From an optimization exercise on the open Yosys and OpenROAD flow, aimed at small area, a short achievable clock period and few clock cycles; shortcuts taken in it are not production practice. Where RTL was checked, it was by simulation tests only, not by an equivalence proof against the original.

run K:
==> module path_math, before the edit <==
module path_math
    (input [11:0] location,  
     input [11:0] target,  
     input [4:0] current_orientation,  
     input clock,
     input enable,
     input reset,
     output reg done,
     output [4:0] needed_orientation,  
     output [11:0] move_command);  
   wire [7:0] xm_l, ym_l, xm_t, ym_t;
   wire       xs_l, xs_t;
   ptc_mag ptc_l (.r_theta(location), .xm(xm_l), .ym(ym_l), .xs(xs_l));
   ptc_mag ptc_t (.r_theta(target),   .xm(xm_t), .ym(ym_t), .xs(xs_t));
   wire       xsame = (xs_t == xs_l);
   wire [8:0] ex_t = {1'b0, xm_t} + ({1'b0, xm_l} ^ {9{xsame}}) + {8'd0, xsame};
   wire [8:0] dy_t = {1'b0, ym_t} - {1'b0, ym_l};
   reg [8:0] ex, dy;
   reg       exneg, busy;
   always @(posedge clock) begin
      ex <= ex_t;
      dy <= dy_t;
      exneg <= xs_t;
      busy <= enable & ~reset;
   end
   wire       ex_nz = |ex;
   wire       dxneg = exneg ? ((ex_nz & ~ex[8]) | (ex == 9'h100)) : ex[8];
   wire       dyneg = dy[8];
   wire [1:0] quad = {dyneg, dxneg ^ dyneg};  
   wire       sx = ex[8];
   wire       sy = dy[8];
   wire [7:0] ac = ex[7:0] ^ {8{sx}};
   wire [7:0] yc = dy[7:0] ^ {8{sy}};
   wire [7:0] y, a;
   pm_abs ab (.ac(ac), .sx(sx), .yc(yc), .sy(sy), .y(y), .a(a));
   wire ysmall = dy[8] ? (dy[7:0] >= 8'hFC) : (dy[7:0] <= 8'd4);
   wire asmall = ex[8] ? ((ex[7:0] >= 8'hFC) || (ex[7:0] == 8'h00)) : (ex[7:0] <= 8'd4);
   wire c12, c23, c34, c45;
   pm_compare cmp (.a(a), .y(y), .c12(c12), .c23(c23), .c34(c34), .c45(c45));
   wire       same = (location[11:8] == target[11:8]);
   wire [4:0] sum_s = {1'b0, location[11:8]} + ((target[7:0] >= location[7:0]) ? 5'd0 : 5'd12);
   wire [4:0] need_s_t = (sum_s >= 5'd24) ? sum_s - 5'd24 : sum_s;
   reg  [2:0] ba_s_t;
   always @(*) begin
      case (quad)
         2'd1: ba_s_t = 3'd4 - need_s_t[2:0];
         2'd2: ba_s_t = need_s_t[2:0] + 3'd4;
         2'd3: ba_s_t = 3'd0 - need_s_t[2:0];
         default: ba_s_t = need_s_t[2:0];
      endcase
   end
   wire use_a = same ? (ba_s_t == 3'd0 || ba_s_t == 3'd7) : ysmall;
   reg       r_c12, r_c23, r_c34, r_c45, r_ysmall, r_asmall, r_same;
   reg [1:0] r_quad;
   reg [4:0] need_s, cur;
   reg [7:0] ry;
   always @(posedge clock) begin
      if (reset) begin
         done <= 1'b0;
      end else if (busy) begin
         done <= 1'b1;
      end else if (enable) begin
         done <= 1'b0;
      end
      if (busy) begin
         r_c12 <= c12;
         r_c23 <= c23;
         r_c34 <= c34;
         r_c45 <= c45;
         r_ysmall <= ysmall;
         r_asmall <= asmall;
         r_same <= same;
         r_quad <= quad;
         need_s <= need_s_t;
         cur <= current_orientation;
         ry <= use_a ? a : y;
      end
   end
   wire is1 = ~r_c12 & ~r_c23 & ~r_c34 & ~r_c45;
   wire is5 = r_c12 & r_c23 & r_c34 & r_c45;
   wire is2 = ~is1 & ~is5 & ~r_c23 & ~r_c34;
   wire is4 = ~is1 & ~is5 & r_c23 & r_c34;
   wire [2:0] b = is1 ? 3'd1 : (is5 ? 3'd5 : (is2 ? 3'd2 : (is4 ? 3'd4 : 3'd3)));
   wire o_dyneg = r_quad[1];
   wire o_dxneg = r_quad[1] ^ r_quad[0];
   reg [4:0] need_n;
   always @(*) begin
      if (r_ysmall) need_n = o_dxneg ? 5'd12 : 5'd0;
      else if (r_asmall) need_n = o_dyneg ? 5'd18 : 5'd6;
      else case (r_quad)
         2'd1: need_n = 5'd12 - b;
         2'd2: need_n = 5'd12 + b;
         2'd3: need_n = 5'd24 - b;
         default: need_n = {2'b00, b};
      endcase
   end
   reg [2:0] ba_s;
   always @(*) begin
      case (r_quad)
         2'd1: ba_s = 3'd4 - need_s[2:0];
         2'd2: ba_s = need_s[2:0] + 3'd4;
         2'd3: ba_s = 3'd0 - need_s[2:0];
         default: ba_s = need_s[2:0];
      endcase
   end
   wire [4:0] need = r_same ? need_s : need_n;
   wire [2:0] ba = r_same ? ba_s : (r_ysmall ? 3'd0 : (r_asmall ? 3'd6 : b));
   wire [6:0] d1, d3, d4, d5;
   pm_distance dd (.y(ry), .d1(d1), .d3(d3), .d4(d4), .d5(d5));
   reg  [6:0]  dist_v;
   always @(*) begin
      case (ba)
         3'd1: dist_v = d1;
         3'd2: dist_v = 7'd0;
         3'd3: dist_v = d3;
         3'd4: dist_v = d4;
         3'd5: dist_v = d5;
         default: dist_v = ry[6:0];   
      endcase
   end
   wire [4:0] angle = need - cur + ((cur > need) ? 5'd24 : 5'd0);
   assign needed_orientation = need;
   assign move_command = {angle, dist_v};
endmodule
==> module ptc_mag, before the edit <==
module ptc_mag
    (input [11:0] r_theta,
     output reg [7:0] xm,
     output reg [7:0] ym,
     output xs);
   wire [7:0] r = r_theta[7:0];
   wire [3:0] t = r_theta[11:8];
   wire [6:0] m15;                    
   wire [7:0] m30 = {2'b00, r[7:2]};
   wire [7:0] m45, m60, m75;          
   pm_ptc_products pp (.r(r), .m15(m15), .m45(m45), .m60(m60), .m75(m75));
   wire [2:0] k = (t <= 4'd6) ? t[2:0] : ((t <= 4'd12) ? 3'd4 - t[2:0] : 3'd0);
   assign xs = (t >= 4'd7) && (t <= 4'd12);
   always @(*) begin
      case (k)
        3'd1: begin xm = m75; ym = {1'b0, m15}; end
        3'd2: begin xm = m60; ym = m30; end
        3'd3: begin xm = m45; ym = m45; end
        3'd4: begin xm = m30; ym = m60; end
        3'd5: begin xm = {1'b0, m15}; ym = m75; end
        3'd6: begin xm = 8'd0; ym = r; end
        default: begin xm = r; ym = 8'd0; end
      endcase
   end
endmodule
clock: 12.0 ns
lec_check: 0
cap_margin: 5
core_margin: 2
core_utilization: 60
setup_slack_margin: 5
slew_margin: 5
run.sh (not shown) runs the stock make flow with config.mk's settings and CLKGATE_MAP_FILE= SYNTH_SCRIPT=/design/flow/synth_recipe.tcl, a recipe that flattens the netlist after the stock synthesis.
The final layout from run K, which completed every stage, passed the timing, design-rule and antenna checks at the end of the flow.
Testbench counts of run K, summed over its fixed seeds: cycles 32,000.
For run B, these inputs were changed with respect to run K:
--- a/flow/design.v
+++ b/flow/design.v
@@ -374,12 +374,14 @@
    wire [7:0] xm_l, ym_l, xm_t, ym_t;
    wire       xs_l, xs_t;
    ptc_mag ptc_l (.r_theta(location), .xm(xm_l), .ym(ym_l), .xs(xs_l));
    ptc_mag ptc_t (.r_theta(target),   .xm(xm_t), .ym(ym_t), .xs(xs_t));
    wire       xsame = (xs_t == xs_l);
-   wire [8:0] ex_t = {1'b0, xm_t} + ({1'b0, xm_l} ^ {9{xsame}}) + {8'd0, xsame};
-   wire [8:0] dy_t = {1'b0, ym_t} - {1'b0, ym_l};
+   wire [9:0] ex_s = {1'b0, xm_t, xsame} + {xsame, xm_l ^ {8{xsame}}, xsame};
+   wire [9:0] dy_s = {1'b0, ym_t, 1'b1} + {1'b1, ~ym_l, 1'b1};
+   wire [8:0] ex_t = ex_s[9:1];
+   wire [8:0] dy_t = dy_s[9:1];
    reg [8:0] ex, dy;
    reg       exneg, busy;
    always @(posedge clock) begin
       ex <= ex_t;
       dy <= dy_t;
@@ -496,20 +498,20 @@
    wire [7:0] m30 = {2'b00, r[7:2]};
    wire [7:0] m45, m60, m75;          
    pm_ptc_products pp (.r(r), .m15(m15), .m45(m45), .m60(m60), .m75(m75));
    wire [2:0] k = (t <= 4'd6) ? t[2:0] : ((t <= 4'd12) ? 3'd4 - t[2:0] : 3'd0);
    assign xs = (t >= 4'd7) && (t <= 4'd12);
+   wire j1 = (k == 3'd1) | (k == 3'd5);
+   wire j2 = (k == 3'd2) | (k == 3'd4);
+   wire j3 = (k == 3'd3);
+   wire j0 = ~(j1 | j2 | j3);
+   wire [7:0] sm = ({8{j1}} & {1'b0, m15}) | ({8{j2}} & m30) | ({8{j3}} & m45);
+   wire [7:0] lg = ({8{j1}} & m75) | ({8{j2}} & m60) | ({8{j3}} & m45) | ({8{j0}} & r);
+   wire swap = (k >= 3'd4);
    always @(*) begin
-      case (k)
-        3'd1: begin xm = m75; ym = {1'b0, m15}; end
-        3'd2: begin xm = m60; ym = m30; end
-        3'd3: begin xm = m45; ym = m45; end
-        3'd4: begin xm = m30; ym = m60; end
-        3'd5: begin xm = {1'b0, m15}; ym = m75; end
-        3'd6: begin xm = 8'd0; ym = r; end
-        default: begin xm = r; ym = 8'd0; end
-      endcase
+      xm = swap ? sm : lg;
+      ym = swap ? lg : sm;
    end
 endmodule
 module pm_ptc_products
    (input [7:0] r,
     output [6:0] m15,
The higher core footprint came out of run K. Against run K, run B comes in 135 lower on count of placed standard cells including taps. Relative to run K, run B degrades setup slack of the worst register-to-register path. Compared to run K, the router laid down less metal wire for run B. Comparing run K and run B, the lower sequential fraction of the synthesis area was measured on run K. Capturing instance or port of the critical path: move_command[11] -> run K, ex[6] -> run B.
Testbench counts of run B, summed over its fixed seeds: cycles 32,000.

* * *

path_math, a different RTL version from the one above (not shown whole).
Size in the first run: roughly 1800 cells after synthesis, roughly 46 flip-flops, about 50 I/O pins, roughly 14000 µm² of cells after synthesis.
==> module path_math, before the edit <==
module path_math
    (input [11:0] location,  
     input [11:0] target,  
     input [4:0] current_orientation,  
     input clock,
     input enable,
     input reset,
     output reg done,
     output [4:0] needed_orientation,  
     output [11:0] move_command);  
   wire [7:0] xm_l, ym_l, xm_t, ym_t;
   wire       xs_l, xs_t;
   ptc_mag ptc_l (.r_theta(location), .xm(xm_l), .ym(ym_l), .xs(xs_l));
   ptc_mag ptc_t (.r_theta(target),   .xm(xm_t), .ym(ym_t), .xs(xs_t));
   wire       xsame = (xs_t == xs_l);
   wire [8:0] ex_t = {1'b0, xm_t} + ({1'b0, xm_l} ^ {9{xsame}}) + {8'd0, xsame};
   wire [8:0] dy_t = {1'b0, ym_t} - {1'b0, ym_l};
   reg [8:0] ex, dy;
   reg       exneg, busy;
   always @(posedge clock) begin
      ex <= ex_t;
      dy <= dy_t;
      exneg <= xs_t;
      busy <= enable & ~reset;
   end
   wire       ex_nz = |ex;
   wire       dxneg = exneg ? ((ex_nz & ~ex[8]) | (ex == 9'h100)) : ex[8];
   wire       dyneg = dy[8];
   wire [1:0] quad = {dyneg, dxneg ^ dyneg};  
   wire       sx = ex[8];
   wire       sy = dy[8];
   wire [7:0] ac = ex[7:0] ^ {8{sx}};
   wire [7:0] yc = dy[7:0] ^ {8{sy}};
   wire [7:0] y, a;
   pm_abs ab (.ac(ac), .sx(sx), .yc(yc), .sy(sy), .y(y), .a(a));
   wire ysmall = dy[8] ? (dy[7:0] >= 8'hFC) : (dy[7:0] <= 8'd4);
   wire asmall = ex[8] ? ((ex[7:0] >= 8'hFC) || (ex[7:0] == 8'h00)) : (ex[7:0] <= 8'd4);
   wire c12, c23, c34, c45;
   pm_compare cmp (.a(a), .y(y), .c12(c12), .c23(c23), .c34(c34), .c45(c45));
   wire       same = (location[11:8] == target[11:8]);
   wire [4:0] sum_s = {1'b0, location[11:8]} + ((target[7:0] >= location[7:0]) ? 5'd0 : 5'd12);
   wire [4:0] need_s = (sum_s >= 5'd24) ? sum_s - 5'd24 : sum_s;
   wire       pre = same | ysmall | asmall;
   wire [4:0] need_p = same ? need_s : (ysmall ? (dxneg ? 5'd12 : 5'd0) : (dyneg ? 5'd18 : 5'd6));
   reg  [2:0] ba_p;
   always @(*) begin
      case (quad)
         2'd1: ba_p = 3'd4 - need_p[2:0];
         2'd2: ba_p = need_p[2:0] + 3'd4;
         2'd3: ba_p = 3'd0 - need_p[2:0];
         default: ba_p = need_p[2:0];
      endcase
   end
   wire use_a = pre & ((ba_p == 3'd0) | (ba_p == 3'd7));
   reg       r_c12, r_c23, r_c34, r_c45, r_pre;
   reg [1:0] r_quad;
   reg [4:0] r_need_p, cur;
   reg [7:0] ry;
   always @(posedge clock) begin
      if (reset) begin
         done <= 1'b0;
      end else if (busy) begin
         done <= 1'b1;
      end else if (enable) begin
         done <= 1'b0;
      end
      if (busy) begin
         r_c12 <= c12;
         r_c23 <= c23;
         r_c34 <= c34;
         r_c45 <= c45;
         r_pre <= pre;
         r_quad <= quad;
         r_need_p <= need_p;
         cur <= current_orientation;
         ry <= use_a ? a : y;
      end
   end
   wire is1 = ~r_c12 & ~r_c23 & ~r_c34 & ~r_c45;
   wire is5 = r_c12 & r_c23 & r_c34 & r_c45;
   wire is2 = ~is1 & ~is5 & ~r_c23 & ~r_c34;
   wire is4 = ~is1 & ~is5 & r_c23 & r_c34;
   wire [2:0] b = is1 ? 3'd1 : (is5 ? 3'd5 : (is2 ? 3'd2 : (is4 ? 3'd4 : 3'd3)));
   reg [4:0] need_n;
   always @(*) begin
      case (r_quad)
         2'd1: need_n = 5'd12 - b;
         2'd2: need_n = 5'd12 + b;
         2'd3: need_n = 5'd24 - b;
         default: need_n = {2'b00, b};
      endcase
   end
   wire [4:0] need = r_pre ? r_need_p : need_n;
   reg  [2:0] ba_o;
   always @(*) begin
      case (r_quad)
         2'd1: ba_o = 3'd4 - r_need_p[2:0];
         2'd2: ba_o = r_need_p[2:0] + 3'd4;
         2'd3: ba_o = 3'd0 - r_need_p[2:0];
         default: ba_o = r_need_p[2:0];
      endcase
   end
   wire [2:0] ba = r_pre ? ba_o : b;
   wire [6:0] d1, d3, d4, d5;
   pm_distance dd (.y(ry), .d1(d1), .d3(d3), .d4(d4), .d5(d5));
   reg  [6:0]  dist_v;
   always @(*) begin
      case (ba)
         3'd1: dist_v = d1;
         3'd2: dist_v = 7'd0;
         3'd3: dist_v = d3;
         3'd4: dist_v = d4;
         3'd5: dist_v = d5;
         default: dist_v = ry[6:0];   
      endcase
   end
   wire [4:0] angle = need - cur + ((cur > need) ? 5'd24 : 5'd0);
   assign needed_orientation = need;
   assign move_command = {angle, dist_v};
endmodule
Settings: LEC_CHECK=0, CAP_MARGIN=5, CORE_MARGIN=2, CORE_UTILIZATION=60, SETUP_SLACK_MARGIN=5, SLEW_MARGIN=5; clock period 12.0 ns.
The baseline produced a clean layout.
Testbench counts at the start, summed over its fixed seeds: cycles 32,000.
==> next run, changes <==
--- a/flow/design.v
+++ b/flow/design.v
@@ -376,16 +376,30 @@
    ptc_mag ptc_l (.r_theta(location), .xm(xm_l), .ym(ym_l), .xs(xs_l));
    ptc_mag ptc_t (.r_theta(target),   .xm(xm_t), .ym(ym_t), .xs(xs_t));
    wire       xsame = (xs_t == xs_l);
-   wire [8:0] ex_t = {1'b0, xm_t} + ({1'b0, xm_l} ^ {9{xsame}}) + {8'd0, xsame};
-   wire [8:0] dy_t = {1'b0, ym_t} - {1'b0, ym_l};
-   reg [8:0] ex, dy;
+   wire [8:0] ex_a = {1'b0, xm_t};
+   wire [8:0] ex_b = {1'b0, xm_l} ^ {9{xsame}};
+   wire [8:0] dy_a = {1'b0, ym_t};
+   wire [8:0] dy_b = ~{1'b0, ym_l};
+   wire [4:0] ex_lo_t = {1'b0, ex_a[3:0]} + {1'b0, ex_b[3:0]} + {4'd0, xsame};
+   wire [4:0] dy_lo_t = {1'b0, dy_a[3:0]} + {1'b0, dy_b[3:0]} + 5'd1;
+   reg [4:0] ex_lo, dy_lo;
+   reg [3:0] exa_hi, dya_hi;
+   reg [4:0] exb_hi, dyb_hi;
    reg       exneg, busy;
    always @(posedge clock) begin
-      ex <= ex_t;
-      dy <= dy_t;
+      ex_lo <= ex_lo_t;
+      dy_lo <= dy_lo_t;
+      exa_hi <= ex_a[7:4];
+      exb_hi <= ex_b[8:4];
+      dya_hi <= dy_a[7:4];
+      dyb_hi <= dy_b[8:4];
       exneg <= xs_t;
       busy <= enable & ~reset;
    end
+   wire [4:0] ex_hi = {1'b0, exa_hi} + exb_hi + {4'd0, ex_lo[4]};
+   wire [4:0] dy_hi = {1'b0, dya_hi} + dyb_hi + {4'd0, dy_lo[4]};
+   wire [8:0] ex = {ex_hi, ex_lo[3:0]};
+   wire [8:0] dy = {dy_hi, dy_lo[3:0]};
    wire       ex_nz = |ex;
    wire       dxneg = exneg ? ((ex_nz & ~ex[8]) | (ex == 9'h100)) : ex[8];
    wire       dyneg = dy[8];
After rerunning:
- worst setup slack is worse by 360 ps
- global-route usage hardly moves
- wire length climbs by 1.7%
- sequential share of layout area climbs by 0.86 points
- die area went up by about 1.2%
- synthesized area climbs by about 1.2%
- final area is higher by about 3%
- clock-buffer cell count went down by 1
- synthesized cell count stays the same
- critical path depth came out higher by 11
- register-to-register slack is worse by 610 ps
For the second run of this note, only the layout was checked, not whether the RTL still works.

## what the ideal ports hide
How much do the figures lean on ideal ports? The routed layouts below were timed once more, with nothing changed but the port constraints.
Step 1 assumes that a clkbuf_16 drives the clock port and a buf_2 every other input.
Step 2 times the ports against the registers' clock, not the clock port: input delays grow and output delays shrink by t, the midpoint of the rising clock arrivals with the driver on.
Three values: no drivers, after step 1, after step 2; two values: the first two.
run | t (ns) | setup slack, ns | clock arrival spread, ns | cell pins on the clock port's net
run K | 0.327 | 5.118 / 5.079 / 4.863 | 0.010 / 0.011 | 1
run B | 0.335 | 5.150 / 5.110 / 4.842 | 0.010 / 0.010 | 1
the first run of note 2 | 0.318 | 4.995 / 4.989 / 4.671 | 0.006 / 0.006 | 1
the second run of note 2 | 0.333 | 4.635 / 4.635 / 4.635 | 0.007 / 0.007 | 1
After both steps every run listed still meets setup and hold. The setup slack of the first run of note 2, which loses most, moves by -0.006 ns with the drivers and by -0.324 ns with both steps.
